This design comes from an exercise in tuning for small area, a short achievable clock period and few clock cycles on the open sky130 flow, not from production work. Where RTL was checked, it was by simulation tests only, not by an equivalence proof against the original. The RTL of runs 1 and 2 was laid out without a check of its function. Power and IR drop assume default switching activity.

$ cat flow/flow/run.sh
#!/bin/bash
# Standard layout, but with the smallest buffer on the ports.
set -euo pipefail
sed 's|"\${@:-finish}"|BUFFER_PORTS_ARGS="-buffer_cell sky130_fd_sc_hd__buf_1" "${@:-finish}"|' standard.sh > my_standard.sh
bash my_standard.sh > flow.log 2>&1
$ cat flow/standard.sh
#!/bin/bash
# synth_recipe.tcl (not shown) runs the flow's synth.tcl, then flattens the netlist and writes it again
# the make line also repeats each setting of config.mk as NAME=value (left out here)
make -C /OpenROAD-flow-scripts/flow DESIGN_CONFIG=/design/flow/config.mk WORK_HOME=/design/flow/orfs CLKGATE_MAP_FILE= SYNTH_SCRIPT=/design/flow/synth_recipe.tcl "${@:-finish}"
$ cat flow/config.mk
export PLATFORM = sky130hd
export DESIGN_NAME = huffman
export DESIGN_NICKNAME = huffman
export VERILOG_FILES = /design/flow/design.v
export SDC_FILE = /design/flow/constraint.sdc
export NUM_CORES = 4
export LEC_CHECK = 0
export CAP_MARGIN = 20
export CORE_MARGIN = 2
export CORE_UTILIZATION = 40
export CTS_BUF_LIST = sky130_fd_sc_hd__clkbuf_8
export PLACE_DENSITY = 0.6
export SETUP_SLACK_MARGIN = 2.5
export SLEW_MARGIN = 20
$ cat flow/constraint.sdc
create_clock -name core_clock -period 4.5 [get_ports {clk}]
set_input_delay 0.9000 -clock core_clock [delete_from_list [all_inputs] [get_ports {clk}]]
set_output_delay 0.9000 -clock core_clock [all_outputs]
set_load 0.01 [all_outputs]
$ cat flow/design.v
module huffman(clk, reset, gray_valid, CNT_valid,  gray_data, CNT1, CNT2, CNT3, CNT4, CNT5, CNT6,
    code_valid, HC1, HC2, HC3, HC4, HC5, HC6, M1, M2, M3, M4, M5, M6);
input clk;
input reset;
input gray_valid;
input [7:0] gray_data;
output reg CNT_valid;
output [7:0] CNT1, CNT2, CNT3, CNT4, CNT5, CNT6;
output reg code_valid;
output [7:0] HC1, HC2, HC3, HC4, HC5, HC6;
output [7:0] M1, M2, M3, M4, M5, M6;
reg [6:0] W1, W2, W3, W4, W5;
reg [6:0] V;
reg [6:0] amount;    
reg [2:0] ptr [0:5];
reg [4:0] hc [0:5];
reg [4:0] m [0:5];
assign CNT1 = {1'b0, W5};
assign CNT2 = {1'b0, V};
assign CNT3 = {1'b0, W1};
assign CNT4 = {1'b0, W2};
assign CNT5 = {1'b0, W3};
assign CNT6 = {1'b0, W4};
assign HC1 = {3'b0, hc[0]};
assign HC2 = {3'b0, hc[1]};
assign HC3 = {3'b0, hc[2]};
assign HC4 = {3'b0, hc[3]};
assign HC5 = {3'b0, hc[4]};
assign HC6 = {3'b0, hc[5]};
assign M1 = {3'b0, m[0][4:1], 1'b1};
assign M2 = {3'b0, m[1][4:1], 1'b1};
assign M3 = {3'b0, m[2][4:1], 1'b1};
assign M4 = {3'b0, m[3][4:1], 1'b1};
assign M5 = {3'b0, m[4][4:1], 1'b1};
assign M6 = {3'b0, m[5][4:1], 1'b1};
reg counting, sorting, merging;
reg [4:1] U;
reg ph;              
reg [5:1] Tr;
wire last_sort = sorting & !U[1];
wire last_merge = merging & !U[1];
wire cmp_cycle = (sorting | merging) & !ph;
wire ins_cycle = (sorting | merging) & ph;
wire drop = merging & cmp_cycle;
function lt7;
    input [6:0] a, b;
    reg [6:0] l, g;
    begin
        l = ~a & b;
        g = a & ~b;
        lt7 = l[6] | ~g[6] & (l[5] | ~g[5] & (l[4] | ~g[4] & (l[3] | ~g[3] &
              (l[2] | ~g[2] & (l[1] | ~g[1] & l[0])))));
    end
endfunction
wire lt1 = lt7(W1, V);
wire lt2 = lt7(W2, V);
wire lt3 = lt7(W3, V);
wire lt4 = lt7(W4, V);
wire lt5 = lt7(W5, V);
wire [5:1] Tc;
assign Tc[1] = merging ? lt2 : (lt1 | U[1]);
assign Tc[2] = merging ? lt3 : (lt2 | U[2]);
assign Tc[3] = merging ? lt4 : (lt3 | U[3]);
assign Tc[4] = merging ? lt5 : (lt4 | U[4]);
assign Tc[5] = !merging & lt5;
wire [6:1] T = {1'b0, Tr};
wire [2:0] p = {T[4], T[2] & !T[4], (T[1] & !T[2]) | (T[3] & !T[4]) | T[5]};
wire [6:0] D = 7'd127;    
function [6:0] pick;
    input up, here;
    input [6:0] w1, w0, v;
    pick = here ? v : up ? w1 : w0;
endfunction
wire [2:0] sym = gray_data[2:0];
wire take = counting & gray_valid;
function [6:0] add7;
    input [6:0] a, b;
    reg [6:0] g, t, x, g1, t1, g2, t2, g3;
    begin
        g = a & b;
        t = a | b;
        x = a ^ b;
        g1 = g | (t & {g[5:0], 1'b0});
        t1 = t & {t[5:0], 1'b0};
        g2 = g1 | (t1 & {g1[4:0], 2'b0});
        t2 = t1 & {t1[4:0], 2'b0};
        g3 = g2 | (t2 & {g2[2:0], 4'b0});
        add7 = x ^ {g3[5:0], 1'b0};
    end
endfunction
wire [6:0] vsum = add7(W1, T[2] ? W2 : V);
always @(posedge clk) begin
    if (reset) begin
        amount <= 7'd0;
        counting <= 1'b1;
        sorting <= 1'b0;
        merging <= 1'b0;
        U <= 4'b1111;
        ph <= 1'b0;
        CNT_valid <= 1'b0;
        code_valid <= 1'b0;
        V <= 7'd0;
        W1 <= 7'd0; W2 <= 7'd0; W3 <= 7'd0; W4 <= 7'd0; W5 <= 7'd0;
    end else begin
        CNT_valid <= take && amount == 7'd99;
        code_valid <= last_merge;
        if (take) amount <= amount + 7'd1;
        if (take && amount == 7'd99) begin
            counting <= 1'b0;
            sorting <= 1'b1;
        end
        if (ins_cycle & last_sort) begin
            sorting <= 1'b0;
            merging <= 1'b1;
        end
        if (last_merge) merging <= 1'b0;
        ph <= cmp_cycle & !last_merge;
        if (ins_cycle) U <= last_sort ? 4'b1111 : {1'b0, U[4:2]};
        if (take) begin
            if (sym == 3'd1) W5 <= W5 + 7'd1;
            if (sym == 3'd2) V  <= V  + 7'd1;
            if (sym == 3'd3) W1 <= W1 + 7'd1;
            if (sym == 3'd4) W2 <= W2 + 7'd1;
            if (sym == 3'd5) W3 <= W3 + 7'd1;
            if (sym == 3'd6) W4 <= W4 + 7'd1;
        end
        if (drop) begin
            W1 <= W2; W2 <= W3; W3 <= W4; W4 <= W5; W5 <= D;
        end
        if (ins_cycle) begin
            W1 <= pick(T[2], T[1] & !T[2], W2, W1, V);
            W2 <= pick(T[3], T[2] & !T[3], W3, W2, V);
            W3 <= pick(T[4], T[3] & !T[4], W4, W3, V);
            W4 <= pick(T[5], T[4] & !T[5], W5, W4, V);
            W5 <= pick(1'b0, T[5],         D,  W5, V);
            if (sorting && !last_sort) V <= W1;
            else V <= vsum;
        end
    end
end
always @(posedge clk)
    if (cmp_cycle) Tr <= Tc;
wire [2:0] dst0 = p;
wire [2:0] dst1 = T[1] ? 3'd0 : 3'd1;
wire [2:0] dst2 = T[2] ? 3'd1 : 3'd2;
wire [2:0] dst3 = T[3] ? 3'd2 : 3'd3;
wire [2:0] dst4 = T[4] ? 3'd3 : 3'd4;
wire [2:0] dst5 = T[5] ? 3'd4 : 3'd5;
function [2:0] dst;
    input [2:0] j;
    input [2:0] d0, d1, d2, d3, d4, d5;
    case (j)
        3'd0: dst = d0;
        3'd1: dst = d1;
        3'd2: dst = d2;
        3'd3: dst = d3;
        3'd4: dst = d4;
        default: dst = d5;
    endcase
endfunction
integer s;
always @(posedge clk) begin
    if (reset) begin
        ptr[0] <= 3'd5;
        ptr[1] <= 3'd0;
        ptr[2] <= 3'd1;
        ptr[3] <= 3'd2;
        ptr[4] <= 3'd3;
        ptr[5] <= 3'd4;
    end else if (drop) begin
        for (s = 0; s < 6; s = s + 1)
            if (ptr[s] != 3'd0) ptr[s] <= ptr[s] - 3'd1;
    end else if (ins_cycle) begin
        for (s = 0; s < 6; s = s + 1)
            ptr[s] <= dst(ptr[s], dst0, dst1, dst2, dst3, dst4, dst5);
    end
end
always @(posedge clk) begin
    if (reset) begin
        for (s = 0; s < 6; s = s + 1) begin
            hc[s] <= 5'd0;
            m[s] <= 5'd0;
        end
    end else if (drop) begin
        for (s = 0; s < 6; s = s + 1) begin
            if (ptr[s] <= 3'd1) begin
                m[s] <= {m[s][3:0], 1'b1};
                hc[s] <= hc[s] | (({m[s][3:0], 1'b1} & ~m[s]) & {5{ptr[s] == 3'd0}});
            end
        end
    end
end
endmodule
==> results of run 1 <==
==> area by class of cell <==
cell class	count	area [um2]
fill	2245	11790
multi-input combinational	854	5848
sequential	142	3049
timing repair buffer	160	917.1
tap	313	391.6
inverter	91	355.3
clock buffer	17	234.0
clock inverter	15	188.9
==> per-stage QoR <==
step                instances  area [um2]  worst slack (ps)  hold WS, ps  total power (W)
floorplan                1233        9633              2091        453.2         0.001423
global placement         1512        9608              1568        448.8         0.001419
detailed placement       1512        9608              1596        453.9         0.001419
CTS                      1580       10680              2053        476.9         0.002501
global route             1592       10980              1924        494.6         0.002563
finish                   1592       10980              2012        473.4         0.002466
==> critical path: cells and delay by family, from the launching register on <==
family          cells  cell delay, ps
simple gates        2             660
fa+ha+maj           1             180
compound gates      2             410
flops               1             510
mux                 1             280
buf+inv             2             330
==> final timing paths <==
kind                            cells after the start       end  slack (ps)
worst max-delay path                                8      V[6]        2010
worst min register to register                      2  hc[0][2]         470
worst max register to register                      8      V[6]        2010
worst min-delay path                                2  hc[0][2]         470
==> power by group <==
part / total [W] / internal (W) / switching (W)
combinational: 0.000120 / 0.0000391 / 0.0000810
sequential: 0.00127 / 0.00125 / 0.0000131
clock: 0.00108 / 0.000430 / 0.000649
==> cell families after synthesis <==
| logic type | count (synthesis) | synth area share |
|---|---|---|
| compound gates | 329 | 0.2375 |
| xor+xnor | 26 | 0.02433 |
| fa+ha+maj | 65 | 0.08502 |
| buf+inv | 238 | 0.1279 |
| flops | 142 | 0.3090 |
| mux | 32 | 0.03449 |
| other cells | 2 | 0.0008023 |
| simple gates | 353 | 0.1809 |
==> layout by cell type, fill, tap and decap left out, types with 25 or more instances in the layout <==
cell,n
a211oi_1,25
conb_1,48
nor2_1,129
mux2i_1,30
dfxtp_2,38
o21ai_0,40
inv_1,82
nand2_1,63
dfxtp_1,70
dfxtp_4,29
nand2b_1,27
ha_1,45
nand3_1,36
buf_4,48
a31oi_1,43
a21oi_1,69
buf_1,93
==> sequential cells by signal (all words and copies together) (netlist names) <==
signal / flops
hc: 30
m: 30
ptr: 18
V: 7
W1: 7
W2: 7
W3: 7
W4: 7
W5: 7
amount: 7
Tr: 5
U: 4
CNT_valid: 1
code_valid: 1
counting: 1
merging: 1
ph: 1
sorting: 1
==> routing by layer <==
layer	track usage	vias up
met2	0.3490	329
met4	0.08213	0
li1	-	4290
met1	0.2998	4257
met5	0	-
met3	0.04295	48
==> repair_timing <==
action,CTS,global route
pin swaps,13,16
buffers inserted,34,11
resized for setup,128,72
gates cloned,2,1
setup endpoints to repair,176,76
==> impl_metrics.yaml, run 1 <==
run_status:
  status: "finished clean"
routing:
  top_layer: "met4"
  wl_met1_um: 12430
  ant_nets: 0
  first_pass_iters: 5
  vias_per_cell: 5.606
  wl_met2_um: 12680
  vias: 8924
  wl_per_cell_um: 17.38
  drt_iter0_drc: 839
  routed_wl_um: 27660
  drc: 0
  wl_met3_um: 1931
floorplan:
  core_area_um2: 22780
  die_area_um2: 24640
  io_pins: 157
  die_x_um: 157.0
  die_y_um: 157.0
  start_util: 0.4109
  num_rows: 55
synthesis:
  yosysWarnings: 4
  ys_dominant_reg_cell: "dfxtp_1"
  synth.area.top_cells: "dfxtp_1 29%, ha_1 7.2%, buf_4 5.9%"
  ys_types: 73
  synth-edff-count: 5
  synth_seq_area_share: 0.3090
  post-synth-top-count-cell: "dfxtp_1"
  async_flop_share: 0
  netlist.area_leader.share: 0.2930
  yosys-top-cells-count: "137 x dfxtp_1, 130 x nor2_1, 87 x inv_1"
  syn_area_per_cell_um2: 7.886
  synth-seq-cells: 142
  syn_inst: 1187
  synth_area_um2: 9360
  yosysTopAreaCell: "dfxtp_1"
worst_setup_path:
  worstPathArrival_ps: 2860
  startpoint: "Tr[2]"
  critPathKind: "reg2reg"
  cp_max_fo: 6
  required_ps: 4870
  cp_slowest_cell: "edfxtp_1"
  slowest_delay_ps: 510
  path_cells: "clkinvlp_4 > a21boi_2 > inv_1 > ha_2 > or4_4 > mux2_4 > and3_4 > o31a_1"
  start_kind: "flop"
  rr_startpoint: "Tr[2]"
  crit_path_end_kind: "flop"
timing:
  tns_ps: 0
  max-slew-margin-rel: 0.4184
  rsz0062_at_grt: "yes"
  drv_slew: 0
  max_freq_ghz: 0.4020
  worst_pin_slew_ps: 863.3
  finalHoldViolCount: 0
  period_share: 0.5528
  setup_violations: 0
  skew_ps: 16.86
  final.min_clock_period_ps: 2488
power_and_ir_drop:
  powerDensity_nw_per_um2: 224.5
  power.leakage_nw: 3.956
  ir_drop_mv: 0.1763
cells_and_area:
  syn2layout_area_growth_pct: 17.35
  final_util: 0.4822
  final_net_count: 1332
  drive_gt1_frac: 0.1923
  antenna_cells: 0
place:
  port_buffers: 103
  place_hpwl_um: 17820
  place.gp.congestion: 0.8628
cts:
  holdBufCountCts: 0
  h-tree-depth: 4
  clock_latency_ps: 490
  cts-root-buf: "clkbuf_8"
  cts.clk_slew.worst_paths_ps: 110
  numCtsBuffers: 17
  cts_tree: "built"
  clockBufferDepth: 2
  clock-sinks: 142
grt:
  grt.overflow.total: 0
  grt_max_degree: 67
  grt_pass1_vias: 7988
  grt_antenna_before_repair: 0
  grt_pass1_wl_um: 43170
  grt_usage: 0.2213
min_path:
  hp-class: "reg2reg"
  min_from: "hc[0][2]"
job:
  cap_violations: 0
==> run 2: changes to the inputs <==
--- a/flow/design.v
+++ b/flow/design.v
@@ -88,7 +88,11 @@
         add7 = x ^ {g3[5:0], 1'b0};
     end
 endfunction
-wire [6:0] vsum = add7(W1, T[2] ? W2 : V);
+reg [6:0] S;
+wire [6:0] sa = merging ? W2 : W1;
+wire [6:0] sb = merging ? W3 : W2;
+wire [6:0] sum_ab = add7(sa, sb);
+wire [6:0] sum_va = add7(V, sa);
 always @(posedge clk) begin
     if (reset) begin
         amount <= 7'd0;
@@ -134,12 +138,15 @@
             W4 <= pick(T[5], T[4] & !T[5], W5, W4, V);
             W5 <= pick(1'b0, T[5],         D,  W5, V);
             if (sorting && !last_sort) V <= W1;
-            else V <= vsum;
+            else V <= S;
         end
     end
 end
 always @(posedge clk)
-    if (cmp_cycle) Tr <= Tc;
+    if (cmp_cycle) begin
+        Tr <= Tc;
+        S <= Tc[2] ? sum_ab : sum_va;
+    end
 wire [2:0] dst0 = p;
 wire [2:0] dst1 = T[1] ? 3'd0 : 3'd1;
 wire [2:0] dst2 = T[2] ? 3'd1 : 3'd2;
==> impl_metrics.yaml, run 2 <==
grt:
  grt_antenna_before_repair: 0
  grt_usage: 0.2191
  grt_pass1_vias: 8410
  grt_max_degree: 58
  grt_pass1_wl_um: 45730
  grt.overflow.total: 0
worst_setup_path:
  r2r_slack_ps: 2180
  cp_max_fo: 6
  start_kind: "flop"
  rr_startpoint: "merging"
  critPathKind: "reg2reg"
  worstPathArrival_ps: 2550
  crit_path_end_kind: "flop"
  required_ps: 4740
  startpoint: "merging"
timing:
  max_freq_ghz: 0.4312
  rsz0062_at_grt: "yes"
  max-slew-margin-rel: 0.5518
  period_share: 0.5153
  final.min_clock_period_ps: 2319
  holdWs_ps: 474.2
  setup_violations: 0
  drv_slew: 0
  finalHoldViolCount: 0
  skew_ps: 12.25
  worst_pin_slew_ps: 671.4
  tns_ps: 0
floorplan:
  die_x_um: 161.2
  io_pins: 157
  die_y_um: 161.2
  num_rows: 57
  start_util: 0.4066
  die_area_um2: 26000
  core_area_um2: 24320
synthesis:
  syn_area_per_cell_um2: 8.086
  async_flop_share: 0
  ys_types: 81
  yosysWarnings: 4
  synth_area_um2: 9889
  yosys-top-cells-count: "142 x nor2_1, 137 x dfxtp_1, 99 x inv_1"
  post-synth-top-count-cell: "nor2_1"
  synth-edff-count: 12
  netlist.area_leader.share: 0.2773
  synth.area.top_cells: "dfxtp_1 28%, ha_1 8.2%, buf_4 5.7%"
  yosysTopAreaCell: "dfxtp_1"
  synth-seq-cells: 149
  ys_dominant_reg_cell: "dfxtp_1"
  synth_seq_area_share: 0.3138
  syn_inst: 1223
cts:
  h-tree-depth: 4
  cts_tree: "built"
  clockBufferDepth: 2
  cts-root-buf: "clkbuf_8"
  cts.clk_slew.worst_paths_ps: 100
  numCtsBuffers: 17
  clock-sinks: 149
  clock_latency_ps: 480
routing:
  drt_iter0_drc: 858
  wl_per_cell_um: 17.64
  drc: 0
  vias_per_cell: 5.609
  first_pass_iters: 5
  routed_wl_um: 29210
  ant_nets: 0
  vias: 9288
min_path:
  min_from: "hc[5][2]"
  hp-class: "reg2reg"
cells_and_area:
  multi_input_area_um2: 6117
  layout_commonest_cell: "nor2_1"
  layout_common_cells: "136 x nor2_1, 94 x inv_1, 84 x a21oi_1, 82 x buf_1, 69 x dfxtp_1"
  instances_no_fill: 1656
  final_net_count: 1397
  syn2layout_area_growth_pct: 17.80
  seqCellArea_um2: 3273
  largest_registers: "hc x30, m x30, ptr x18"
  antenna_cells: 0
  num-fill-cells: 2370
  drive_gt1_frac: 0.2102
place:
  place_hpwl_um: 18710
  port_buffers: 103
  dpl.cell_count: 1562
  place.gp.congestion: 0.8397
power_and_ir_drop:
  internal-power_w: 0.001824
  swShare: 0.2819
  pwr-share-clk: 0.429
  power.leakage_nw: 4.446
  powerDensity_nw_per_um2: 218.0
  pwr-share-comb: 0.046
  seq_power_share: 0.525
  switchingPower_w: 0.0007160
  ir_drop_mv: 0.1503
job:
  cap_violations: 0
run_status:
  status: "finished clean"
-- run 2: cell types whose count changed in the layout (fill, tap and decap cells not counted), moves of 13 or more --
cell     previous run  this run
buf_4              48        61
a21oi_1            69        84
ha_1               45        59
a31oi_1            43        29
mux2i_1            30        46
-- run 2: final cells by class --
cell class,count,share of cell area
tap,324,0.03480
timing repair buffer,173,0.09011
sequential,149,0.2810
inverter,105,0.03544
multi-input combinational,873,0.5251
clock buffer,17,0.02008
clock inverter,15,0.01353
-- run 2: cells by family (layout without fill, tap and decap cells) --
family                     Yosys count  after routing  share of synthesized area
AOI/OAI and AO/OA                  328            331                     0.2186
muxes                               53             53                    0.05491
adders and majority gates           74             74                    0.09375
other                                2             48                  0.0007594
and+or+nand+nor                    334            334                     0.1607
buffers and inverters              250            310                     0.1283
DFF                                149            149                     0.3138
xor gates and xnor gates            33             33                    0.02923
-- run 2: final timing paths --
kind,endpoint,depth (start not counted)
setup / recovery,S[6],9
hold / removal,hc[5][2],2
setup reg to reg,S[6],9
hold reg to reg,hc[5][2],2
-- run 2: power groups by stage --
stage                     clock network (W)  registers, W  logic, W
after CTS                           0.00112       0.00134  0.000111
final                               0.00109       0.00133  0.000117
after global placement                    0       0.00138  0.000102
after global routing                0.00117       0.00133  0.000129
after floorplan                           0       0.00138  0.000112
after detailed placement                  0       0.00138  0.000103
-- run 2: critical path: stages, from the launching register on --
cell and delay [ps]:
dfxtp_4 410, buf_12 130, mux2_4 320, ha_4 180, fa_2 420, inv_2 70
o311a_4 210, o31ai_4 60, xnor2_2 190, mux2i_1 90
-- run 2: repair_timing --
item / CTS / global route
gates cloned: 2 / 1
gates resized for setup: 105 / 99
hold buffers: 0 / 0
setup buffers: 36 / 23
pin swaps: 10 / 18
endpoints found under the setup margin: 174 / 133
-- run 2: stage by stage --
| step | util | instance area, um2 | total power (W) | setup slack [ps] |
|---|---|---|---|---|
| detailed placement | 0.4196 | 10200 | 0.001486 | 1457 |
| finish | 0.4790 | 11650 | 0.002540 | 2181 |
| CTS | 0.4605 | 11200 | 0.002569 | 2224 |
| floorplan | - | 10250 | 0.001491 | 2252 |
| global route | 0.4790 | 11650 | 0.002637 | 2132 |
| global placement | 0.4196 | 10200 | 0.001485 | 1496 |
-- run 2: metal layers --
layer / global-route usage / vias to the layer above / share of wire
li1: - / 4415 / -
met1: 0.2894 / 4475 / 0.44
met2: 0.3609 / 346 / 0.47
met3: 0.04212 / 52 / 0.066
met4: 0.07143 / 0 / 0.026
met5: 0 / - / 0
==> run 3: changes to the inputs <==
--- a/flow/design.v
+++ b/flow/design.v
@@ -73,26 +73,8 @@
 endfunction
 wire [2:0] sym = gray_data[2:0];
 wire take = counting & gray_valid;
-function [6:0] add7;
-    input [6:0] a, b;
-    reg [6:0] g, t, x, g1, t1, g2, t2, g3;
-    begin
-        g = a & b;
-        t = a | b;
-        x = a ^ b;
-        g1 = g | (t & {g[5:0], 1'b0});
-        t1 = t & {t[5:0], 1'b0};
-        g2 = g1 | (t1 & {g1[4:0], 2'b0});
-        t2 = t1 & {t1[4:0], 2'b0};
-        g3 = g2 | (t2 & {g2[2:0], 4'b0});
-        add7 = x ^ {g3[5:0], 1'b0};
-    end
-endfunction
-reg [6:0] S;
-wire [6:0] sa = merging ? W2 : W1;
-wire [6:0] sb = merging ? W3 : W2;
-wire [6:0] sum_ab = add7(sa, sb);
-wire [6:0] sum_va = add7(V, sa);
+wire [6:0] s1 = W1 + W2;
+wire [6:0] s2 = V + W1;
 always @(posedge clk) begin
     if (reset) begin
         amount <= 7'd0;
@@ -138,15 +120,12 @@
             W4 <= pick(T[5], T[4] & !T[5], W5, W4, V);
             W5 <= pick(1'b0, T[5],         D,  W5, V);
             if (sorting && !last_sort) V <= W1;
-            else V <= S;
+            else V <= T[2] ? s1 : s2;
         end
     end
 end
 always @(posedge clk)
-    if (cmp_cycle) begin
-        Tr <= Tc;
-        S <= Tc[2] ? sum_ab : sum_va;
-    end
+    if (cmp_cycle) Tr <= Tc;
 wire [2:0] dst0 = p;
 wire [2:0] dst1 = T[1] ? 3'd0 : 3'd1;
 wire [2:0] dst2 = T[2] ? 3'd1 : 3'd2;
--- a/flow/config.mk
+++ b/flow/config.mk
@@ -10,5 +10,5 @@
 export CORE_UTILIZATION = 40
 export CTS_BUF_LIST = sky130_fd_sc_hd__clkbuf_8
 export PLACE_DENSITY = 0.6
-export SETUP_SLACK_MARGIN = 2.5
+export SETUP_SLACK_MARGIN = 2.9
 export SLEW_MARGIN = 20
==> impl_metrics.yaml, run 3 <==
grt:
  grt.overflow.total: 0
  gr-usage-met1: 0.3340
  grt_pass1_wl_um: 49300
  use_met2: 0.4269
  grt_pass1_vias: 9129
  grt_usage: 0.2579
  grt-busiest-layer: "met2"
  grt_max_degree: 72
  globalRouteMet3Util: 0.04791
  grt_antenna_before_repair: 0
routing:
  vias: 9911
  routed_wl_um: 32910
  first_pass_iters: 8
  drc: 0
  wl_per_cell_um: 19.37
  vias_per_cell: 5.833
  drt_iter0_drc: 942
  ant_nets: 0
worst_setup_path:
  worst-path-buf-inv: 2
  critPathKind: "reg2reg"
  critical_path.top_delay_family: "adder cells"
  required_ps: 4910
  worstPathArrival_ps: 2730
  crit_path_end_kind: "flop"
  start_kind: "flop"
  cp_slowest_cell: "edfxtp_1"
  cp_max_fo: 12
  slowest_delay_ps: 470
  path_cells: "buf_12 > o21ai_2 > ha_2 > inv_2 > fa_2 > nand2b_4 > a21oi_2 > a211oi_1 > xor2_1 > a41o_1 > nor3_1"
  rr_startpoint: "Tr[2]"
  r2r_slack_ps: 2180
  worst-r2r-cell-count: 11
  r2r_end: "V[6]"
synthesis:
  synth.area.top_cells: "dfxtp_1 30%, ha_1 6.8%, buf_4 6.1%"
  synth-edff-count: 5
  synth-seq-cells: 142
  async_flop_share: 0
  yosysTopAreaCell: "dfxtp_1"
  yosys-top-cells-count: "142 x nor2_1, 137 x dfxtp_1, 87 x a21oi_1"
  yosysWarnings: 4
  ys_dominant_reg_cell: "dfxtp_1"
  syn_inst: 1147
  synth_area_um2: 9027
  synth_seq_area_share: 0.3204
  syn_area_per_cell_um2: 7.870
  post-synth-top-count-cell: "nor2_1"
  netlist.area_leader.share: 0.3038
  ys_types: 78
timing:
  period_share: 0.5155
  max-slew-margin-rel: 0.4882
  tns_ps: 0
  setup_slack_ps: 2180
  max_freq_ghz: 0.4311
  finalHoldViolCount: 0
  worst_pin_slew_ps: 764.9
  rsz0062_at_grt: "yes"
  setup_violations: 0
  drv_slew: 0
  skew_ps: 20.79
  final.min_clock_period_ps: 2320
cells_and_area:
  instances_no_fill: 1699
  drive_gt1_frac: 0.4891
  num-fill-cells: 1775
  antenna_cells: 0
  multi_input_area_um2: 6462
  layout_commonest_cell: "buf_4"
  seqCellArea_um2: 3168
  final_net_count: 1467
  layout_common_cells: "158 x buf_4, 132 x buf_6, 131 x nor2_1, 64 x dfxtp_2, 64 x inv_1"
  largest_registers: "hc x30, m x30, ptr x18"
  syn2layout_area_growth_pct: 56.09
  final_util: 0.6417
cts:
  cts.clk_slew.worst_paths_ps: 90
  cts_tree: "built"
  clock-sinks: 142
  h-tree-depth: 4
  clock_latency_ps: 490
  cts-root-buf: "clkbuf_8"
  numCtsBuffers: 17
  holdBufCountCts: 0
  clockBufferDepth: 2
floorplan:
  io_pins: 157
  die_x_um: 154.2
  die_y_um: 154.2
  start_util: 0.4111
  die_area_um2: 23790
  core_area_um2: 21960
  num_rows: 54
job:
  cap_violations: 0
place:
  place_hpwl_um: 17330
  dp_worst_setup_slack_ps: 1663
  port_buffers: 103
  dpl.cell_count: 1448
  place.gp.congestion: 0.8597
min_path:
  holdPathEnd: "hc[2][4]"
  min_from: "hc[2][4]"
  hold_path_depth: 2
  hp-class: "reg2reg"
run_status:
  status: "finished clean"
power_and_ir_drop:
  ir_drop_mv: 0.1546
  power.leakage_nw: 5.567
  powerDensity_nw_per_um2: 176.8
  power_w: 0.002491
[run 3: changes by cell type after synthesis, moves of 6 or more]
cell and delta:
nor3_1 +8, nand2b_1 -8, edfxtp_1 -7, nand2_1 +13
o32ai_1 -6, ha_1 -16, a221oi_1 +10, inv_1 -20
mux2i_1 -18
[run 3: cells by family after synthesis]
| group | count (synthesis) | share of synthesized area |
|---|---|---|
| xor gates and xnor gates | 24 | 0.02328 |
| AOI/OAI and AO/OA | 328 | 0.2416 |
| and+or+nand+nor | 342 | 0.1759 |
| buffers and inverters | 221 | 0.1253 |
| DFF | 142 | 0.3204 |
| other | 2 | 0.0008319 |
| muxes | 32 | 0.03562 |
| adders and majority gates | 56 | 0.07706 |
[run 3: layout make-up]
type,count,share of cell area
Multi-Input combinational cell,833,0.4586
Timing Repair Buffer,329,0.2395
Sequential cell,142,0.2248
Tap cell,280,0.02486
Inverter,83,0.02433
Clock buffer,18,0.01758
Clock inverter,14,0.01030
[run 3: how the worst max path moves through the flow]
stage | startpoint | end | depth (start not counted)
finish | Tr[2] | V[6] | 11
global route | Tr[2] | V[5] | 11
CTS | Tr[2] | V[6] | 11
detailed placement | merging | hc[0][3] | 5
global placement | merging | hc[0][3] | 5
floorplan | Tr[2] | V[6] | 13
[run 3: where the power goes]
group / switching, W / total (W) / internal (W)
logic: 0.000101 / 0.000163 / 0.0000624
clock network: 0.000608 / 0.00108 / 0.000471
registers: 0.00000868 / 0.00125 / 0.00124
total: 0.000717 / 0.00249 / 0.00177
[run 3: timing repair]
action,in CTS,in global routing
cloned,8,3
pin swaps,50,83
setup endpoints to repair,235,225
buffers inserted,158,50
gates resized for setup,546,138
[run 3: metrics by stage]
step	hold slack, ps	area [um2]
after floorplan	444.6	9533
after global placement	443.9	9432
after detailed placement	452.6	9432
after CTS	478.1	13030
after global routing	491.4	14090
final	476.7	14090
[run 3: layer usage]
layer	vias to the layer above	wire length, um
met1	4745	13090
met3	111	2715
li1	4531	-
met5	-	0
met2	524	16000
met4	0	1116
[run 3: worst min-delay path, delay by kind of cell (launching register included)]
kind	cells	cell delay, ps
flops	1	340
simple gates	1	70
compound gates	1	40
Testbench counts of run 3, summed over its fixed seeds: cycles 38,400.
==> run 4: changes to the inputs <==
--- a/flow/config.mk
+++ b/flow/config.mk
@@ -10,5 +10,5 @@
 export CORE_UTILIZATION = 40
 export CTS_BUF_LIST = sky130_fd_sc_hd__clkbuf_8
 export PLACE_DENSITY = 0.6
-export SETUP_SLACK_MARGIN = 2.9
+export SETUP_SLACK_MARGIN = 2.0
 export SLEW_MARGIN = 20
==> impl_metrics.yaml, run 4 <==
grt:
  grt_antenna_before_repair: 0
  grt_pass1_wl_um: 41640
  grt_usage: 0.2161
  grt.overflow.total: 0
  grt_max_degree: 81
  grt_pass1_vias: 7780
worst_setup_path:
  required_ps: 4860
  cp_max_fo: 19
  critPathKind: "reg2reg"
  crit_path_end_kind: "flop"
  path_cells: "o21ai_4 > buf_4 > nor2_1 > a21oi_1 > nor2_1 > nor2_1 > o31a_1"
  cp_slowest_cell: "dfxtp_1"
  worstPathArrival_ps: 2830
  start_kind: "flop"
  r2r_slack_ps: 2030
  critical_path.top_delay_family: "flip-flops"
  path_common_cell: "nor2_1"
  worst-path-buf-inv: 1
  slowest_delay_ps: 800
run_status:
  status: "finished clean"
timing:
  holdWs_ps: 475.2
  period_share: 0.5490
  final.min_clock_period_ps: 2471
  tns_ps: 0
  setup_violations: 0
  drv_slew: 0
  rsz0062_at_grt: "yes"
  skew_ps: 17.25
  max-slew-margin-rel: 0.3348
  finalHoldViolCount: 0
  max_freq_ghz: 0.4048
  worst_pin_slew_ps: 997.8
place:
  placed_cell_area_um2: 9254
  place_hpwl_um: 17880
  dpl.cell_count: 1454
  port_buffers: 103
  place.gp.congestion: 0.8856
min_path:
  hp-class: "reg2reg"
cells_and_area:
  syn2layout_area_growth_pct: 8.649
  final_net_count: 1259
  layout_commonest_cell: "nor2_1"
  antenna_cells: 0
  instances_no_fill: 1491
  largest_registers: "hc x30, m x30, ptr x18"
  layout_common_cells: "142 x nor2_1, 133 x dfxtp_1, 102 x buf_1, 84 x a21oi_1, 78 x inv_1"
  drive_gt1_frac: 0.08258
  postLayoutCellArea_um2: 9808
synthesis:
  ys_types: 78
  yosysWarnings: 4
  async_flop_share: 0
  ys_dominant_reg_cell: "dfxtp_1"
  yosysTopAreaCell: "dfxtp_1"
  syn_area_per_cell_um2: 7.870
  yosys-top-cells-count: "142 x nor2_1, 137 x dfxtp_1, 87 x a21oi_1"
  post-synth-top-count-cell: "nor2_1"
  synth-seq-cells: 142
  synth_seq_area_share: 0.3204
  synth-edff-count: 5
  netlist.area_leader.share: 0.3038
  syn_inst: 1147
  synth.area.top_cells: "dfxtp_1 30%, ha_1 6.8%, buf_4 6.1%"
  synth_area_um2: 9027
power_and_ir_drop:
  powerDensity_nw_per_um2: 251.0
  power_w: 0.002462
  ir_drop_mv: 0.1765
  power.leakage_nw: 3.558
routing:
  first_pass_iters: 8
  vias_per_cell: 5.696
  drc: 0
  ant_nets: 0
  wl_per_cell_um: 17.47
  vias: 8493
  drt_iter0_drc: 892
  routed_wl_um: 26050
floorplan:
  io_pins: 157
  die_area_um2: 23790
  die_x_um: 154.2
  num_rows: 54
  die_y_um: 154.2
  core_area_um2: 21960
  start_util: 0.4111
cts:
  h-tree-depth: 4
  clock_latency_ps: 470
  cts-root-buf: "clkbuf_8"
  clock-sinks: 142
  numCtsBuffers: 17
  cts.clk_slew.worst_paths_ps: 100
  cts_tree: "built"
  clockBufferDepth: 2
job:
  cap_violations: 0
-- run 4: routing by layer --
layer  global-route usage  wire length, um  up-vias
li1                     -                -     4092
met1               0.2911            11640     4032
met2               0.3543            12210      327
met3              0.03727             1737       42
met4              0.06720              461        0
met5                    0                0        -
-- run 4: final cells by class --
cell class,instances,area [um2]
Clock inverter,15,188.9
Timing Repair Buffer,124,555.5
Sequential cell,142,2898
Tap cell,280,350.3
Multi-Input combinational cell,830,5260
Fill cell,2246,12150
Clock buffer,17,234.0
Inverter,83,321.6
-- run 4: tightest hold or removal path: cells and delay by family (launching register included) --
family,cells,cell delay (ps)
AO/OA/AOI/OAI,1,40
flip-flops,1,340
AND/OR/NAND/NOR,1,70
-- run 4: cell families after synthesis --
kind of cell,share of synthesized area
other,0.0008319
AO/OA/AOI/OAI,0.2416
XOR/XNOR,0.02328
flip-flops,0.3204
multiplexers,0.03562
adder cells (fa/ha/maj),0.07706
AND/OR/NAND/NOR,0.1759
buffers and inverters,0.1253
-- run 4: worst paths after layout --
path | endpoint | start | cells after the start
max | W3[4] | sorting | 7
max reg2reg | W3[4] | sorting | 7
min reg2reg | hc[1][2] | hc[1][2] | 2
min | hc[1][2] | hc[1][2] | 2
-- run 4: what timing repair did --
item	in CTS	in global routing
hold buffers	0	0
endpoints found under the setup margin	26	39
setup buffers	1	4
pin swaps	0	1
gates resized for setup	5	21
-- run 4: stage by stage --
step | util | worst slack [ps]
2_1_floorplan | - | 2011
3_3_place_gp | 0.4214 | 1454
3_5_place_dp | 0.4214 | 1398
6_report | 0.4467 | 2030
5_1_grt | 0.4467 | 1947
4_1_cts | 0.4419 | 1940
-- run 4: power breakdown --
part	internal [W]	switching (W)	total [W]
Clock	0.000431	0.000641	0.00107
Sequential	0.00127	0.0000123	0.00128
Combinational	0.0000294	0.0000800	0.000109
==> run 5: changes to the inputs <==
--- a/flow/config.mk
+++ b/flow/config.mk
@@ -10,5 +10,5 @@
 export CORE_UTILIZATION = 40
 export CTS_BUF_LIST = sky130_fd_sc_hd__clkbuf_8
 export PLACE_DENSITY = 0.6
-export SETUP_SLACK_MARGIN = 2.0
+export SETUP_SLACK_MARGIN = 2.5
 export SLEW_MARGIN = 20
==> impl_metrics.yaml, run 5 <==
run_status:
  status: "finished clean"
routing:
  drc: 0
  first_pass_iters: 8
  wl_met2_um: 12640
  top_layer: "met4"
  wl_met3_um: 1939
  vias_per_cell: 5.685
  wl_met1_um: 11790
  wl_per_cell_um: 17.60
  ant_nets: 0
  routed_wl_um: 26960
  drt_iter0_drc: 800
  vias: 8709
job:
  cap_violations: 0
worst_setup_path:
  worstPathArrival_ps: 2730
  r2r_slack_ps: 2130
  critPathKind: "reg2reg"
  cp_slowest_cell: "edfxtp_1"
  slowest_delay_ps: 420
  path_cells: "buf_6 > buf_12 > buf_4 > nand2_1 > o21ai_1 > ha_1 > o211ai_1 > a21oi_2 > a211oi_2 > xor2_1 > a41o_1 > nor3_2"
  required_ps: 4860
  start_kind: "flop"
  crit_path_end_kind: "flop"
  cp_max_fo: 6
timing:
  max-slew-margin-rel: 0.5403
  setup_violations: 0
  setup_slack_ps: 2132
  skew_ps: 22.02
  rsz0062_at_grt: "yes"
  finalHoldViolCount: 0
  drv_slew: 0
  worst_pin_slew_ps: 689.5
  max_freq_ghz: 0.4223
  period_share: 0.5262
  final.min_clock_period_ps: 2368
  tns_ps: 0
synthesis:
  ys_types: 78
  syn_area_per_cell_um2: 7.870
  yosysTopAreaCell: "dfxtp_1"
  synth-edff-count: 5
  syn_inst: 1147
  yosysWarnings: 4
  synth-seq-cells: 142
  async_flop_share: 0
  ys_dominant_reg_cell: "dfxtp_1"
  synth_area_um2: 9027
  synth_seq_area_share: 0.3204
  synth.area.top_cells: "dfxtp_1 30%, ha_1 6.8%, buf_4 6.1%"
  yosys-top-cells-count: "142 x nor2_1, 137 x dfxtp_1, 87 x a21oi_1"
  netlist.area_leader.share: 0.3038
  post-synth-top-count-cell: "nor2_1"
cells_and_area:
  drive_gt1_frac: 0.2093
  num-fill-cells: 2088
  final_net_count: 1300
  seqCellArea_um2: 3047
  antenna_cells: 0
  instances_no_fill: 1532
  multi_input_area_um2: 5607
  largest_registers: "hc x30, m x30, ptr x18"
  layout_commonest_cell: "nor2_1"
  syn2layout_area_growth_pct: 19.20
  layout_common_cells: "138 x nor2_1, 91 x buf_1, 80 x a21oi_1, 74 x inv_1, 70 x dfxtp_1"
power_and_ir_drop:
  pwr-share-clk: 0.441
  seq_power_share: 0.510
  pwr-share-comb: 0.050
  swShare: 0.3033
  ir_drop_mv: 0.1670
  powerDensity_nw_per_um2: 230.9
  power_w: 0.002484
  power.leakage_nw: 3.964
  switchingPower_w: 0.0007536
  internal-power_w: 0.001731
floorplan:
  start_util: 0.4111
  die_area_um2: 23790
  io_pins: 157
  die_y_um: 154.2
  die_x_um: 154.2
  core_area_um2: 21960
  num_rows: 54
cts:
  h-tree-depth: 4
  holdBufCountCts: 0
  cts-root-buf: "clkbuf_8"
  numCtsBuffers: 17
  clock_latency_ps: 480
  clockBufferDepth: 2
  clock-sinks: 142
  cts_tree: "built"
  cts.clk_slew.worst_paths_ps: 90
place:
  dpl.cell_count: 1453
  place.gp.congestion: 0.8918
  dp_worst_setup_slack_ps: 1811
  place_hpwl_um: 17580
  port_buffers: 103
grt:
  grt_max_degree: 71
  grt_usage: 0.2217
  grt_pass1_wl_um: 42500
  grt.overflow.total: 0
  grt_antenna_before_repair: 0
  grt_pass1_vias: 7919
min_path:
  hp-class: "reg2reg"
-- run 5: layout make-up --
type | count | share of cell area
Timing Repair Buffer | 164 | 0.09372
Sequential cell | 142 | 0.2831
Inverter | 83 | 0.03000
Multi-Input combinational cell | 831 | 0.5210
Clock buffer | 17 | 0.02174
Tap cell | 280 | 0.03256
Clock inverter | 15 | 0.01779
-- run 5: through the flow --
stage | cell area, um2 | utilization | hold slack, ps
2_1_floorplan | 9290 | - | 444.6
5_1_grt | 10760 | 0.4900 | 496.8
6_report | 10760 | 0.4900 | 474.4
3_5_place_dp | 9296 | 0.4234 | 453.4
4_1_cts | 10280 | 0.4681 | 480.3
3_3_place_gp | 9296 | 0.4234 | 446.6
-- run 5: worst paths after layout --
path,startpoint,end,depth (start not counted)
worst max-delay path,Tr[2],V[6],12
worst min-delay path,hc[5][0],hc[5][0],2
worst max register to register,Tr[2],V[6],12
worst min register to register,hc[5][0],hc[5][0],2
-- run 5: cell families after synthesis --
logic type	Yosys count	share of synthesized area
simple gates	342	0.1759
buf+inv	221	0.1253
compound gates	328	0.2416
fa+ha+maj	56	0.07706
other cells	2	0.0008319
xor+xnor	24	0.02328
mux	32	0.03562
flops	142	0.3204
-- run 5: per-layer routing --
layer | track usage | up-vias
li1 | - | 4177
met1 | 0.2980 | 4133
met2 | 0.3583 | 356
met3 | 0.04315 | 43
met4 | 0.07388 | 0
met5 | 0 | -
-- run 5: timing repair --
item / 4_1_cts / 5_1_grt
buffers inserted: 30 / 15
setup endpoints to repair: 172 / 157
gates cloned: 2 / 0
pin swaps: 12 / 35
gates resized for setup: 107 / 116
-- run 5: power groups by stage --
stage	Clock, W	Combinational, W	Sequential, W
5_1_grt	0.00117	0.000135	0.00127
6_report	0.00109	0.000124	0.00127
3_5_place_dp	0	0.000107	0.00131
3_3_place_gp	0	0.000107	0.00131
4_1_cts	0.00112	0.000117	0.00127
2_1_floorplan	0	0.000114	0.00131
-- run 5: critical path: cells and delay by family (launching register included) --
kind | cells | cell delay, ps
xor gates and xnor gates | 1 | 250
and+or+nand+nor | 2 | 100
buffers and inverters | 3 | 430
DFF | 1 | 420
AOI/OAI and AO/OA | 5 | 720
adders and majority gates | 1 | 340
==> run 6: changes to the inputs <==
--- a/flow/config.mk
+++ b/flow/config.mk
@@ -7,8 +7,8 @@
 export LEC_CHECK = 0
 export CAP_MARGIN = 20
 export CORE_MARGIN = 2
-export CORE_UTILIZATION = 40
+export CORE_UTILIZATION = 60
 export CTS_BUF_LIST = sky130_fd_sc_hd__clkbuf_8
-export PLACE_DENSITY = 0.6
+export PLACE_DENSITY = 0.75
 export SETUP_SLACK_MARGIN = 2.5
 export SLEW_MARGIN = 20
==> impl_metrics.yaml, run 6 <==
run_status:
  status: "finished clean"
grt:
  grt_max_degree: 78
  grt.overflow.total: 0
  grt_antenna_before_repair: 0
  grt_pass1_wl_um: 38480
  grt_usage: 0.2946
  grt_pass1_vias: 7503
routing:
  routed_wl_um: 24800
  vias_per_cell: 6.179
  drt_iter0_drc: 1028
  vias: 8755
  wl_per_cell_um: 17.50
  ant_nets: 0
  drc: 0
  first_pass_iters: 6
min_path:
  hp-class: "reg2reg"
timing:
  drv_slew: 0
  final.min_clock_period_ps: 2433
  setup_violations: 0
  period_share: 0.5406
  tns_ps: 0
  worst_pin_slew_ps: 757.8
  finalHoldViolCount: 0
  max-slew-margin-rel: 0.4929
  holdWs_ps: 473.8
  max_freq_ghz: 0.4111
  skew_ps: 17.59
  rsz0062_at_grt: "yes"
cts:
  numCtsBuffers: 17
  clockBufferDepth: 2
  cts-root-buf: "clkbuf_8"
  holdBufCountCts: 0
  h-tree-depth: 4
  clock_latency_ps: 460
  cts_tree: "built"
  clock-sinks: 142
  cts.clk_slew.worst_paths_ps: 100
synthesis:
  syn_area_per_cell_um2: 7.870
  synth-edff-count: 5
  synth_area_um2: 9027
  syn_inst: 1147
  async_flop_share: 0
  yosysTopAreaCell: "dfxtp_1"
  ys_dominant_reg_cell: "dfxtp_1"
  ys_types: 78
  post-synth-top-count-cell: "nor2_1"
  yosysWarnings: 4
  synth-seq-cells: 142
  synth.area.top_cells: "dfxtp_1 30%, ha_1 6.8%, buf_4 6.1%"
  netlist.area_leader.share: 0.3038
  synth_seq_area_share: 0.3204
  yosys-top-cells-count: "142 x nor2_1, 137 x dfxtp_1, 87 x a21oi_1"
floorplan:
  die_area_um2: 16040
  num_rows: 44
  io_pins: 157
  die_y_um: 126.7
  start_util: 0.6165
  core_area_um2: 14640
  die_x_um: 126.7
worst_setup_path:
  required_ps: 4860
  crit_path_end_kind: "flop"
  cp_max_fo: 6
  slowest_delay_ps: 530
  worstPathArrival_ps: 2800
  critPathKind: "reg2reg"
  cp_slowest_cell: "edfxtp_1"
  path_cells: "buf_12 > buf_4 > o21ai_0 > ha_1 > o211ai_1 > a21oi_2 > a211oi_2 > xor2_1 > a41o_1 > nor3_2"
  start_kind: "flop"
power_and_ir_drop:
  power.leakage_nw: 3.796
  ir_drop_mv: 0.1924
  powerDensity_nw_per_um2: 231.7
cells_and_area:
  layout_common_cells: "139 x nor2_1, 97 x buf_1, 84 x dfxtp_1, 80 x a21oi_1, 75 x inv_1"
  antenna_cells: 0
  syn2layout_area_growth_pct: 14.72
  layout_commonest_cell: "nor2_1"
  drive_gt1_frac: 0.1768
  largest_registers: "hc x30, m x30, ptr x18"
  final_net_count: 1281
place:
  place_hpwl_um: 15680
  port_buffers: 103
  place.gp.congestion: 0.8959
job:
  cap_violations: 0
run 6: cell counts after synthesis:
Identical to the previous run, type by type.
run 6: repair_timing:
action	in CTS	in global routing
pin swaps	6	23
gates resized for setup	84	86
endpoints found under the setup margin	170	99
setup buffers	18	10
gates cloned	2	3
run 6: cells by family (layout without fill, tap and decap cells):
logic type | Yosys count | after routing | synth area share
AOI/OAI and AO/OA | 328 | 330 | 0.2416
muxes | 32 | 32 | 0.03562
xor gates and xnor gates | 24 | 24 | 0.02328
and+or+nand+nor | 342 | 342 | 0.1759
other | 2 | 48 | 0.0008319
DFF | 142 | 142 | 0.3204
adders and majority gates | 56 | 56 | 0.07706
buffers and inverters | 221 | 259 | 0.1253
run 6: layer usage:
metal  GRT usage  up-vias  part of all wire
met5           0        -                 0
met4     0.09438        0             0.019
met3     0.05778       45             0.089
met1      0.4229     4120              0.43
li1            -     4141                 -
met2      0.4483      449              0.46
run 6: area by class of cell:
class | instances | area, um2
clock buffer | 17 | 234.0
clock inverter | 15 | 147.6
fill | 1210 | 4288
inverter | 83 | 322.8
multi-input combinational | 832 | 5575
sequential | 142 | 2999
tap | 184 | 230.2
timing repair buffer | 144 | 847.1
run 6: metrics by stage:
stage,cell area [um2],utilization,instances,power [W],setup WS (ps)
after global routing,10360,0.7072,1417,0.002491,1970
after detailed placement,9139,0.6241,1352,0.001414,1570
final,10360,0.7072,1417,0.002399,2067
after floorplan,9290,-,1193,0.001421,2130
after CTS,9946,0.6792,1404,0.002409,2221
after global placement,9139,0.6241,1352,0.001413,1623
run 6: report_power, final:
part	internal [W]	total, W	switching (W)
registers	0.00126	0.00127	0.0000132
logic	0.0000341	0.000114	0.0000801
clock network	0.000454	0.00101	0.000557
total	0.00175	0.00240	0.000650
run 6: path summary, 6_finish.rpt:
path | slack (ps) | cells after the start | startpoint | end
setup / recovery | 2070 | 10 | Tr[2] | V[6]
hold / removal | 470 | 2 | hc[1][4] | hc[1][4]
setup reg to reg | 2070 | 10 | Tr[2] | V[6]
hold reg to reg | 470 | 2 | hc[1][4] | hc[1][4]
run 6: critical path, delay by kind of cell (launching register included):
kind	cells	cell delay, ps
flops	1	530
fa+ha+maj	1	330
compound gates	5	850
simple gates	1	40
buf+inv	2	330
xor+xnor	1	260
==> run 7: changes to the inputs <==
--- a/flow/config.mk
+++ b/flow/config.mk
@@ -10,5 +10,5 @@
 export CORE_UTILIZATION = 60
 export CTS_BUF_LIST = sky130_fd_sc_hd__clkbuf_8
 export PLACE_DENSITY = 0.75
-export SETUP_SLACK_MARGIN = 2.5
+export SETUP_SLACK_MARGIN = 2.0
 export SLEW_MARGIN = 20
==> impl_metrics.yaml, run 7 <==
routing:
  drc: 0
  vias: 8557
  first_pass_iters: 6
  drt_iter0_drc: 931
  wl_per_cell_um: 16.80
  routed_wl_um: 23510
  vias_per_cell: 6.117
  ant_nets: 0
place:
  place.gp.congestion: 0.8803
  port_buffers: 103
  place_hpwl_um: 15710
  placed_cell_area_um2: 9111
  dp_worst_setup_slack_ps: 1538
power_and_ir_drop:
  pwr-share-clk: 0.430
  seq_power_share: 0.527
  switchingPower_w: 0.0006361
  powerDensity_nw_per_um2: 249.8
  internal-power_w: 0.001791
  pwr-share-comb: 0.043
  ir_drop_mv: 0.1932
  swShare: 0.2621
  power.leakage_nw: 3.575
synthesis:
  synth-seq-cells: 142
  async_flop_share: 0
  synth.area.top_cells: "dfxtp_1 30%, ha_1 6.8%, buf_4 6.1%"
  yosys-top-cells-count: "142 x nor2_1, 137 x dfxtp_1, 87 x a21oi_1"
  post-synth-top-count-cell: "nor2_1"
  yosysTopAreaCell: "dfxtp_1"
  synth_seq_area_share: 0.3204
  syn_area_per_cell_um2: 7.870
  netlist.area_leader.share: 0.3038
  yosysWarnings: 4
  syn_inst: 1147
  ys_dominant_reg_cell: "dfxtp_1"
  ys_types: 78
  synth_area_um2: 9027
  synth-edff-count: 5
worst_setup_path:
  critical_path.top_delay_family: "simple AND/OR/NAND/NOR gates"
  worst-r2r-cell-count: 6
  worst-path-buf-inv: 0
  critPathKind: "reg2reg"
  cp_slowest_cell: "or4_1"
  slowest_delay_ps: 520
  cp_max_fo: 16
  worstPathArrival_ps: 2800
  worstSetupPathDepth: 6
  path_cells: "ha_1 > or3b_2 > or4_1 > xnor2_1 > nor2_1 > a311oi_1"
  crit_path_end_kind: "flop"
  start_kind: "flop"
  required_ps: 4880
cts:
  h-tree-depth: 4
  clock_latency_ps: 480
  cts.clk_slew.worst_paths_ps: 90
  cts_tree: "built"
  clock-sinks: 142
  holdBufCountCts: 0
  clockBufferDepth: 2
  cts-root-buf: "clkbuf_8"
  numCtsBuffers: 17
floorplan:
  io_pins: 157
  num_rows: 44
  start_util: 0.6165
  core_area_um2: 14640
  die_area_um2: 16040
  die_y_um: 126.7
  die_x_um: 126.7
timing:
  setup_violations: 0
  max-slew-margin-rel: 0.3721
  drv_slew: 0
  rsz0062_at_grt: "yes"
  worst_pin_slew_ps: 941.8
  period_share: 0.5395
  finalHoldViolCount: 0
  final.min_clock_period_ps: 2428
  tns_ps: 0
  holdWs_ps: 471.2
  max_freq_ghz: 0.4119
  skew_ps: 8.541
  setup_slack_ps: 2072
cells_and_area:
  syn2layout_area_growth_pct: 7.623
  final_net_count: 1263
  layout_common_cells: "142 x nor2_1, 129 x dfxtp_1, 102 x buf_1, 85 x a21oi_1, 78 x inv_1"
  postLayoutCellArea_um2: 9716
  drive_gt1_frac: 0.08642
  largest_registers: "hc x30, m x30, ptr x18"
  layout_commonest_cell: "nor2_1"
  antenna_cells: 0
grt:
  grt_pass1_vias: 7466
  grt_max_degree: 73
  grt-busiest-layer: "met2"
  use_met2: 0.4426
  grt_usage: 0.2866
  grt_pass1_wl_um: 37690
  grt.overflow.total: 0
  grt_antenna_before_repair: 0
  globalRouteMet3Util: 0.06790
  gr-usage-met1: 0.4025
min_path:
  hp-class: "reg2reg"
  hold_path_depth: 2
job:
  cap_violations: 0
run_status:
  status: "finished clean"
==> run 7: cell count changes in the layout (fill, tap and decap cells not counted), sizes merged <==
cell and delta:
buf -12, clkinvlp -2, clkbuf -1, inv -1
o21ai -1, o22a -1
==> run 7: routing by layer <==
layer  share of wire  vias to the layer above  wire length (um)
li1                -                     4087                 -
met1            0.44                     4008             10440
met2            0.44                      415             10440
met3           0.091                       47              2136
met4           0.021                        0               493
met5               0                        -                 0
==> run 7: cell type report <==
class	count	area, um2
Sequential cell	142	2910
Fill cell	1335	4928
Multi-Input combinational cell	830	5249
Inverter	83	319.1
Timing Repair Buffer	128	608.1
Tap cell	184	230.2
Clock inverter	12	123.9
Clock buffer	20	275.3
==> run 7: repair_timing <==
action	4_1_cts	5_1_grt
resized for setup	11	20
setup endpoints to repair	103	65
setup buffers	1	10
cloned	0	1
pin swaps	0	6
==> run 7: path summary, 6_finish.rpt <==
| path | slack, ps | from | end |
|---|---|---|---|
| worst max register to register | 2070 | V[1] | V[4] |
| worst min-delay path | 470 | hc[5][0] | hc[5][0] |
| worst min register to register | 470 | hc[5][0] | hc[5][0] |
| worst max-delay path | 2070 | V[1] | V[4] |
==> run 7: cell families after synthesis <==
kind of cell | count (synthesis) | synth area share
XOR/XNOR | 24 | 0.02328
AND/OR/NAND/NOR | 342 | 0.1759
flip-flops | 142 | 0.3204
adder cells (fa/ha/maj) | 56 | 0.07706
AO/OA/AOI/OAI | 328 | 0.2416
buffers and inverters | 221 | 0.1253
other | 2 | 0.0008319
multiplexers | 32 | 0.03562
==> run 7: through the flow <==
stage	power (W)	utilization	std cells
after floorplan	0.001418	-	1193
after global placement	0.001411	0.6222	1355
after detailed placement	0.001412	0.6222	1355
after CTS	0.002435	0.6519	1388
after global routing	0.002516	0.6634	1399
final	0.002427	0.6634	1399
==> run 7: power by group through the flow <==
stage               Clock, W  Combinational, W  Sequential [W]
detailed placement         0          0.000102         0.00131
global placement           0          0.000101         0.00131
finish               0.00104          0.000105         0.00128
CTS                  0.00105          0.000102         0.00128
floorplan                  0          0.000111         0.00131
global route         0.00112          0.000116         0.00128
==> run 7: worst reg2reg max path: cells and delay by family (launching register included) <==
| kind | cells | cell delay (ps) |
|---|---|---|
| simple gates | 3 | 1040 |
| compound gates | 1 | 280 |
| flops | 1 | 490 |
| fa+ha+maj | 1 | 290 |
| xor+xnor | 1 | 230 |
==> run 8: changes to the inputs <==
--- a/flow/design.v
+++ b/flow/design.v
@@ -73,8 +73,8 @@
 endfunction
 wire [2:0] sym = gray_data[2:0];
 wire take = counting & gray_valid;
-wire [6:0] s1 = W1 + W2;
-wire [6:0] s2 = V + W1;
+reg selw2, selv;
+wire [6:0] vnext = W1 + (({7{selw2}} & W2) | ({7{selv}} & V));
 always @(posedge clk) begin
     if (reset) begin
         amount <= 7'd0;
@@ -119,13 +119,16 @@
             W3 <= pick(T[4], T[3] & !T[4], W4, W3, V);
             W4 <= pick(T[5], T[4] & !T[5], W5, W4, V);
             W5 <= pick(1'b0, T[5],         D,  W5, V);
-            if (sorting && !last_sort) V <= W1;
-            else V <= T[2] ? s1 : s2;
+            V <= vnext;
         end
     end
 end
-always @(posedge clk)
-    if (cmp_cycle) Tr <= Tc;
+wire sum_next = merging | last_sort;
+always @(posedge clk) begin
+    Tr <= Tc;
+    selw2 <= sum_next & Tc[2];
+    selv <= sum_next & !Tc[2];
+end
 wire [2:0] dst0 = p;
 wire [2:0] dst1 = T[1] ? 3'd0 : 3'd1;
 wire [2:0] dst2 = T[2] ? 3'd1 : 3'd2;
--- a/flow/config.mk
+++ b/flow/config.mk
@@ -7,8 +7,8 @@
 export LEC_CHECK = 0
 export CAP_MARGIN = 20
 export CORE_MARGIN = 2
-export CORE_UTILIZATION = 60
+export CORE_UTILIZATION = 40
 export CTS_BUF_LIST = sky130_fd_sc_hd__clkbuf_8
-export PLACE_DENSITY = 0.75
+export PLACE_DENSITY = 0.6
 export SETUP_SLACK_MARGIN = 2.0
 export SLEW_MARGIN = 20
==> impl_metrics.yaml, run 8 <==
cts:
  h-tree-depth: 4
  clock_latency_ps: 460
  holdBufCountCts: 0
  cts.clk_slew.worst_paths_ps: 90
  clock-sinks: 144
  clockBufferDepth: 2
  cts_tree: "built"
  numCtsBuffers: 17
  cts-root-buf: "clkbuf_8"
  cts_setup_buffers: 0
routing:
  drc: 0
  wl_per_cell_um: 16.38
  first_pass_iters: 5
  vias: 8012
  vias_per_cell: 5.541
  drt_iter0_drc: 564
  routed_wl_um: 23690
  ant_nets: 0
worst_setup_path:
  critPathKind: "reg2reg"
  start_kind: "flop"
  cp_slowest_cell: "dfxtp_1"
  worst-path-buf-inv: 0
  path_cells: "a22o_1 > ha_1 > fa_1 > a21o_1 > a21oi_2 > o21bai_1 > a21oi_1 > xnor2_1 > a211oi_1"
  slowest_delay_ps: 400
  cp_max_fo: 7
  critical_path.top_delay_family: "compound AO/OA/AOI/OAI gates"
  worstPathArrival_ps: 2770
  required_ps: 4870
  crit_path_end_kind: "flop"
timing:
  rsz0062_at_grt: "yes"
  setup_violations: 0
  max_freq_ghz: 0.4161
  drv_slew: 0
  worst_pin_slew_ps: 897.7
  max-slew-margin-rel: 0.3960
  finalHoldViolCount: 0
  period_share: 0.5341
  final.min_clock_period_ps: 2403
  tns_ps: 0
  skew_ps: 12.04
synthesis:
  yosysWarnings: 4
  async_flop_share: 0
  ys_types: 70
  yosysTopAreaCell: "dfxtp_1"
  synth-seq-cells: 144
  syn_inst: 1105
  netlist.area_leader.share: 0.3264
  synth.area.top_cells: "dfxtp_1 33%, ha_1 6.9%, nor2_1 6.3%"
  synth_area_um2: 8831
  syn_area_per_cell_um2: 7.992
  post-synth-top-count-cell: "nor2_1"
  yosys-top-cells-count: "149 x nor2_1, 144 x dfxtp_1, 81 x a21oi_1"
  ys_dominant_reg_cell: "dfxtp_1"
  synth_seq_area_share: 0.3264
  synth-edff-count: 0
grt:
  grt_max_degree: 59
  grt_usage: 0.2025
  grt.overflow.total: 0
  grt_antenna_before_repair: 0
  grt_pass1_vias: 7310
  grt_pass1_wl_um: 38980
cells_and_area:
  layout_commonest_cell: "nor2_1"
  syn2layout_area_growth_pct: 7.410
  drive_gt1_frac: 0.05918
  antenna_cells: 0
  largest_registers: "hc x30, m x30, ptr x18"
  layout_common_cells: "149 x nor2_1, 139 x dfxtp_1, 102 x buf_1, 79 x inv_1, 79 x a21oi_1"
  final_net_count: 1214
  num-fill-cells: 2251
  final_util: 0.4360
floorplan:
  core_area_um2: 21760
  io_pins: 157
  die_y_um: 152.6
  die_area_um2: 23280
  die_x_um: 152.6
  start_util: 0.4059
  num_rows: 54
power_and_ir_drop:
  ir_drop_mv: 0.1588
  power.leakage_nw: 3.532
  powerDensity_nw_per_um2: 254.4
min_path:
  hp-class: "reg2reg"
job:
  cap_violations: 0
place:
  place.gp.congestion: 0.8471
  place_hpwl_um: 16450
  port_buffers: 103
run_status:
  status: "finished clean"
[run 8: path summary, 6_finish.rpt]
kind | startpoint | endpoint | slack, ps | cells after the start
setup reg to reg | selw2 | V[6] | 2100 | 9
hold / removal | counting | counting | 450 | 2
hold reg to reg | counting | counting | 450 | 2
setup / recovery | selw2 | V[6] | 2100 | 9
[run 8: logic make-up after synthesis]
group / synth area share
AO/OA/AOI/OAI: 0.2355
XOR/XNOR: 0.02281
adder cells (fa/ha/maj): 0.07849
buffers and inverters: 0.1243
flip-flops: 0.3264
multiplexers: 0.04534
other: 0.0008504
AND/OR/NAND/NOR: 0.1663
[run 8: report_power, final]
part	internal, W	switching, W	total, W
Clock	0.000430	0.000605	0.00103
Sequential	0.00128	0.0000117	0.00129
Combinational	0.0000226	0.0000659	0.0000886
Total	0.00173	0.000683	0.00241
[run 8: what timing repair did]
action,CTS,global route
gates cloned,0,0
gates resized for setup,2,12
endpoints found under the setup margin,4,39
[run 8: layout make-up]
| class | instances | area (um2) | area share |
|---|---|---|---|
| clock buffers | 18 | 247.7 | 0.02612 |
| clock inverters | 14 | 137.6 | 0.01451 |
| inverters | 83 | 311.5 | 0.03285 |
| multi-input cells | 793 | 5071 | 0.5346 |
| flip-flops and latches | 144 | 2894 | 0.3051 |
| well taps | 280 | 350.3 | 0.03693 |
| repair buffers | 114 | 473.0 | 0.04986 |
[run 8: stage by stage]
step | cell area [um2] | hold WS (ps) | cells | power, W | worst slack [ps]
finish | 9485 | 454.6 | 1446 | 0.002413 | 2097
floorplan | 9004 | 431.1 | 1151 | 0.001416 | 2192
detailed placement | 9056 | 444.3 | 1414 | 0.001407 | 1722
CTS | 9444 | 460.2 | 1446 | 0.002450 | 2000
global route | 9485 | 500.8 | 1446 | 0.002513 | 1979
global placement | 9056 | 445.9 | 1414 | 0.001406 | 1740
[run 8: layer usage]
metal  part of all wire  track usage  vias to the layer above  wire [um]
met5                  0            0                        -          0
met4             0.0082      0.04541                        0        195
met3              0.063      0.03783                       19       1504
met2               0.46       0.3231                      267      10940
met1               0.47       0.2846                     3796      11050
li1                   -            -                     3930          -
[run 8: worst min-delay path, stage by stage (launching register included)]
cell,delay (ps)
dfxtp_1,320
nand2_1,50
nand2_1,40
Testbench counts of run 8, summed over its fixed seeds: cycles 38,400.
==> run 9: changes to the inputs <==
--- a/flow/config.mk
+++ b/flow/config.mk
@@ -10,5 +10,5 @@
 export CORE_UTILIZATION = 40
 export CTS_BUF_LIST = sky130_fd_sc_hd__clkbuf_8
 export PLACE_DENSITY = 0.6
-export SETUP_SLACK_MARGIN = 2.0
+export SETUP_SLACK_MARGIN = 1.7
 export SLEW_MARGIN = 20
==> impl_metrics.yaml, run 9 <==
timing:
  skew_ps: 11.54
  period_share: 0.5791
  final.min_clock_period_ps: 2606
  tns_ps: 0
  max-slew-margin-rel: 0.3787
  rsz0062_at_grt: "no"
  finalHoldViolCount: 0
  drv_slew: 0
  max_freq_ghz: 0.3837
  setup_violations: 0
  worst_pin_slew_ps: 923.5
grt:
  grt_pass1_wl_um: 38980
  grt_max_degree: 59
  grt.overflow.total: 0
  grt_usage: 0.2025
  grt_antenna_before_repair: 0
  grt_pass1_vias: 7310
place:
  place.gp.congestion: 0.8471
  place_hpwl_um: 16450
  port_buffers: 103
synthesis:
  synth.area.top_cells: "dfxtp_1 33%, ha_1 6.9%, nor2_1 6.3%"
  syn_inst: 1105
  synth-seq-cells: 144
  synth_seq_area_share: 0.3264
  async_flop_share: 0
  synth-edff-count: 0
  yosysTopAreaCell: "dfxtp_1"
  netlist.area_leader.share: 0.3264
  syn_area_per_cell_um2: 7.992
  post-synth-top-count-cell: "nor2_1"
  ys_dominant_reg_cell: "dfxtp_1"
  yosysWarnings: 4
  ys_types: 70
  synth_area_um2: 8831
  yosys-top-cells-count: "149 x nor2_1, 144 x dfxtp_1, 81 x a21oi_1"
cells_and_area:
  layout_common_cells: "149 x nor2_1, 143 x dfxtp_1, 102 x buf_1, 80 x a21oi_1, 79 x inv_1"
  largest_registers: "hc x30, m x30, ptr x18"
  layout_commonest_cell: "nor2_1"
  drive_gt1_frac: 0.05146
  antenna_cells: 0
  final_net_count: 1214
  syn2layout_area_growth_pct: 6.928
power_and_ir_drop:
  ir_drop_mv: 0.1591
  power.leakage_nw: 3.529
  power_w: 0.002411
  powerDensity_nw_per_um2: 255.4
floorplan:
  die_area_um2: 23280
  die_y_um: 152.6
  io_pins: 157
  num_rows: 54
  start_util: 0.4059
  core_area_um2: 21760
  die_x_um: 152.6
worst_setup_path:
  required_ps: 4870
  crit_path_end_kind: "flop"
  cp_max_fo: 16
  start_kind: "flop"
  critPathKind: "reg2reg"
  worstPathArrival_ps: 2980
routing:
  wl_met2_um: 10810
  vias_per_cell: 5.524
  top_layer: "met4"
  wl_met3_um: 1494
  ant_nets: 0
  drt_iter0_drc: 502
  vias: 7987
  wl_per_cell_um: 16.33
  drc: 0
  first_pass_iters: 5
  wl_met1_um: 11060
  routed_wl_um: 23620
cts:
  holdBufCountCts: 0
  cts_tree: "built"
  clock-sinks: 144
  cts-root-buf: "clkbuf_8"
  cts_setup_buffers: 0
  numCtsBuffers: 17
  h-tree-depth: 4
  cts.repair.resized: 0
  clockBufferDepth: 2
  clock_latency_ps: 460
  cts.clk_slew.worst_paths_ps: 90
min_path:
  hp-class: "reg2reg"
run_status:
  status: "finished clean"
job:
  cap_violations: 0
[run 9: layout make-up]
class                   instances  area [um2]
repair buffers                114       473.0
inverters                      83       311.5
well taps                     280       350.3
fillers                      2253       12310
clock inverters                14       137.6
clock buffers                  18       247.7
multi-input cells             793        5039
flip-flops and latches        144        2884
[run 9: routing by layer]
metal,vias up,GRT usage
li1,3926,-
met4,0,0.04541
met1,3771,0.2846
met5,-,0
met3,26,0.03783
met2,264,0.3231
[run 9: cells by family (layout without fill, tap and decap cells)]
logic type | Yosys count | count (layout) | synth area share
fa+ha+maj | 56 | 56 | 0.07849
xor+xnor | 23 | 23 | 0.02281
flops | 144 | 144 | 0.3264
simple gates | 316 | 316 | 0.1663
mux | 40 | 40 | 0.04534
other cells | 2 | 48 | 0.0008504
buf+inv | 214 | 229 | 0.1243
compound gates | 310 | 310 | 0.2355
[run 9: path summary, 6_finish.rpt]
check                  end  startpoint  slack, ps  cells past startpoint
setup / recovery      V[6]        V[0]       1890                      9
hold / removal    counting    counting        450                      2
setup reg to reg      V[6]        V[0]       1890                      9
hold reg to reg   counting    counting        450                      2
[run 9: per-stage QoR]
stage / std cells / worst slack [ps] / utilization / cell area, um2 / hold WS, ps
4_1_cts: 1446 / 1803 / 0.4340 / 9442 / 460.2
6_report: 1446 / 1894 / 0.4340 / 9443 / 454.4
2_1_floorplan: 1151 / 2192 / - / 9004 / 431.1
5_1_grt: 1446 / 1724 / 0.4340 / 9443 / 500.8
3_3_place_gp: 1414 / 1740 / 0.4163 / 9056 / 445.9
3_5_place_dp: 1414 / 1722 / 0.4163 / 9056 / 444.3
[run 9: critical path, stage by stage, from the launching register on]
cell and delay (ps):
dfxtp_1 550, a22o_1 310, ha_1 200, fa_1 400
a21o_1 200, a21oi_1 220, o21bai_1 90, a21oi_1 210
xnor2_1 100, a211oi_1 230
[run 9: power breakdown]
part	leakage, nW	internal, W	switching, W
registers	1.16	0.00128	0.0000117
clock network	0.201	0.000429	0.000603
logic	2.17	0.0000226	0.0000658
total	3.53	0.00173	0.000681

[separate check: timing with driven ports]
How much do the figures lean on ideal ports? The routed layouts below were timed once more, with nothing changed but the port constraints. Step 1: set_driving_cell puts a clkbuf_16 on clk and a buf_2 on each other input, an assumption about the parent block. Step 2 also shifts input and output timing later by t, the mid clock arrival at the registers, as if the neighbouring blocks saw the same clock. Three values: ideal, step 1, step 2; two values: the first two.
| run | shift t [ns] | slack for setup (ns) |
|---|---|---|
| run 1 | 0.523 | 2.012 / 2.012 / 1.859 |
| run 2 | 0.519 | 2.181 / 2.181 / 2.071 |
| run 3 | 0.521 | 2.180 / 2.180 / 1.872 |
| run 4 | 0.506 | 2.030 / 2.030 / 1.785 |
| run 5 | 0.504 | 2.132 / 2.132 / 1.835 |
| run 6 | 0.497 | 2.067 / 2.067 / 1.802 |
| run 7 | 0.516 | 2.072 / 2.072 / 1.623 |
| run 8 | 0.494 | 2.097 / 2.061 / 1.691 |
| run 9 | 0.495 | 1.894 / 1.894 / 1.693 |
After both steps every run listed still meets setup and hold.
